Context: an optimization exercise on an open-source flow, tuned for small area and a short achievable clock period. The choices shown serve that exercise and are no tape-out recipe. Only simulation tests tie the RTL to the original design; equivalence was not proved.

Design block, start of the top module:
module block(inp_data, inp_weight, inp_mac, clk, reset, outp_data, outp_mac);
Size in the first run: about 1,200 cells after synthesis, ~32 flip-flops, roughly 82 I/O pins.
clock: 22.0 ns
lec_check: 0
abc_area: 1
cap_margin: 20
core_margin: 2
core_utilization: 40
slew_margin: 20
synth_hierarchical: 1
synth_minimum_keep_size: 0
run.sh (not shown) runs the stock make flow with config.mk's settings and CLKGATE_MAP_FILE= SYNTH_SCRIPT=/design/flow/synth_recipe.tcl, a recipe that flattens the netlist after the stock synthesis.
Next try:
--- a/flow/design.v
+++ b/flow/design.v
@@ -481,70 +481,48 @@
 	wire [11:0] G = F[21:10];
 	wire p21 = G[11];
 	wire [4:0] ea = inp_data[14:10];
 	wire [4:0] eb = inp_weight[14:10];
 	wire [4:0] em = inp_mac[14:10];
 	wire sP = inp_data[15] ^ inp_weight[15];
 	wire sM = inp_mac[15];
 	wire [5:0] eq0 = {1'b0, ea} + {1'b0, eb} + 6'd49;    
-	wire [5:0] eq1 = eq0 + 6'd1;                          
+	wire [5:0] eq1 = {1'b0, ea} + {1'b0, eb} + 6'd50;    
 	wire [5:0] ep = p21 ? eq1 : eq0;
 	wire pz = (inp_data == 16'd0) | (inp_weight == 16'd0) | ep[5];
 	wire [9:0] mp = p21 ? G[10:1] : G[9:0];
 	wire pnat0 = ~sP & (ep[4:0] == 5'd0) & (mp == 10'd0);
 	wire Pzero = pz | pnat0;
 	wire Mzero = (inp_mac == 16'd0);
-	wire [6:0] A0 = {2'b00, em} - {eq0[5], eq0};
-	wire a0neg = A0[6];
-	wire mbig = ~a0neg & (A0 != 7'd0);       
-	wire [10:0] fM = {1'b1, inp_mac[9:0]};
-	wire [11:0] Z = mbig ? G : (a0neg ? {2'b00, fM[10:1]} : {1'b0, fM});
-	wire [5:0] k = mbig ? A0[5:0] : (a0neg ? ~A0[5:0] : 6'd0);
-	wire far = k[5] | k[4];
-	wire [11:0] z1 = k[0] ? {1'b0, Z[11:1]} : Z;
-	wire [11:0] z2 = k[1] ? {2'b0, z1[11:2]} : z1;
-	wire [11:0] z4 = k[2] ? {4'b0, z2[11:4]} : z2;
-	wire [10:0] z8 = k[3] ? {3'b0, z4[11:8]} : z4[10:0];
-	wire [10:0] zf = far ? 11'd0 : z8;
-	wire [10:0] Sx = (p21 & ~mbig) ? {1'b0, zf[10:1]} : zf;
+	wire [6:0] A0 = {2'b00, em} - {eq0[5], eq0};    
+	wire mbig = ~A0[6] & (A0 != 7'd0);        
+	wire [6:0] nA0 = -A0;
+	wire [11:0] Gs = G >> A0[5:0];
 	wire [10:0] Gn = p21 ? G[11:1] : G[10:0];
-	wire [10:0] Lx = mbig ? fM : Gn;
-	wire sL = mbig ? sM : sP;
-	wire sS = mbig ? sP : sM;
-	wire [4:0] eL = mbig ? em : ep[4:0];
+	wire [10:0] X = mbig ? Gs[10:0] : Gn;
+	wire [10:0] fM = {1'b1, inp_mac[9:0]};
+	wire [10:0] Ms = ~A0[6] ? fM : (fM >> nA0[5:0]);
+	wire [10:0] Y = (p21 & ~mbig) ? {1'b0, Ms[10:1]} : Ms;
+	wire [4:0] eL = mbig ? em : (p21 ? eq1[4:0] : eq0[4:0]);
 	wire sub = sP ^ sM;
-	wire [10:0] Sy = Sx ^ {11{sub}};
-	wire [11:0] t = {1'b0, Lx} + {1'b0, Sy};
-	wire cout = t[11];
-	wire [10:0] pr = Lx ^ Sy;
-	reg [10:0] pp;                             
-	integer j;
-	always @* begin
-		pp[0] = 1'b1;
-		for (j = 1; j <= 10; j = j + 1)
-			pp[j] = pp[j-1] & pr[j-1];
-	end
-	wire [10:0] flip = {11{sub}} & (~{11{cout}} | pp);
-	wire [11:0] V = {cout & ~sub, t[10:0] ^ flip};
-	wire neg = sub & ~cout;
-	wire sign = neg ? sS : sL;
+	wire [11:0] S = sub ? ({1'b0, X} - {1'b0, Y}) : ({1'b0, X} + {1'b0, Y});
+	wire neg = sub & S[11];
+	wire [11:0] V = neg ? -S : S;
+	wire sign = neg ? sM : sP;
 	reg [3:0] lz;
 	integer i;
 	always @* begin
 		lz = 4'd12;
 		for (i = 0; i <= 11; i = i + 1)
 			if (V[i]) lz = 4'd11 - i[3:0];
 	end
-	wire [11:0] v1 = lz[0] ? {V[10:0], 1'b0} : V;
-	wire [11:0] v2 = lz[1] ? {v1[9:0], 2'b0} : v1;
-	wire [11:0] v4 = lz[2] ? {v2[7:0], 4'b0} : v2;
-	wire [11:0] Vn = lz[3] ? {v4[3:0], 8'b0} : v4;
+	wire [11:0] Vn = V << lz;
 	wire [5:0] er = {1'b0, eL} + 6'd1 - {2'b00, lz};
-	wire Vz = ~|V;
+	wire Vz = (V == 12'd0);
 	reg [15:0] R;
 	always @* begin
 		if (Mzero) R = Pzero ? 16'd0 : {sP, ep[4:0], mp};
 		else if (Pzero) R = inp_mac;
 		else if (Vz | er[5]) R = 16'd0;
 		else R = {sign, er[4:0], Vn[10:1]};
 	end
 	always @(posedge reset or posedge clk) begin
Synthesized cell count is higher by 4.6%.
Non-clock buffer count does not change.
Global-route usage is higher by 0.73 points.
Final cell count is higher by 3.9%.
Die area is higher by 4.1%.
Fmax is lower by 8.4%.
Wire length is higher by 7.1%.
First-iteration DRC count is higher by 12%.
Worst setup slack gets worse by 1.4 ns.
Clock-buffer cell count is higher by 2.
Utilization is about the same.

==> what the ideal ports hide <==
No port has a modelled driver above. Below, the same layouts with a new extraction and two added sets of constraints. Step 1 (the two cells are an assumption about what drives the block):
set clk [get_ports {clk}]
set_driving_cell -lib_cell sky130_fd_sc_hd__clkbuf_16 $clk
set_driving_cell -lib_cell sky130_fd_sc_hd__buf_2 [delete_from_list [all_inputs] $clk]
Step 2 also shifts input and output timing later by t, the mid clock arrival at the registers, as if the neighbouring blocks saw the same clock. Slacks: no drivers / after step 1 / after step 2; pairs: no drivers / after step 1.
| run | shift t [ns] | setup slack, ns | slew at the worst register clock pin (ns) | pins driven straight from the clock port |
|---|---|---|---|---|
| the first run | 0.344 | 7.117 / 7.139 / 6.795 | 0.07 / 0.07 | 1 |
| the second run | 0.334 | 5.744 / 5.768 / 5.434 | 0.06 / 0.06 | 1 |
After both steps setup and hold are still met in every run listed. For the first run, which loses most, drivers alone change the setup slack by +0.022 ns; drivers and shift together by -0.322 ns.
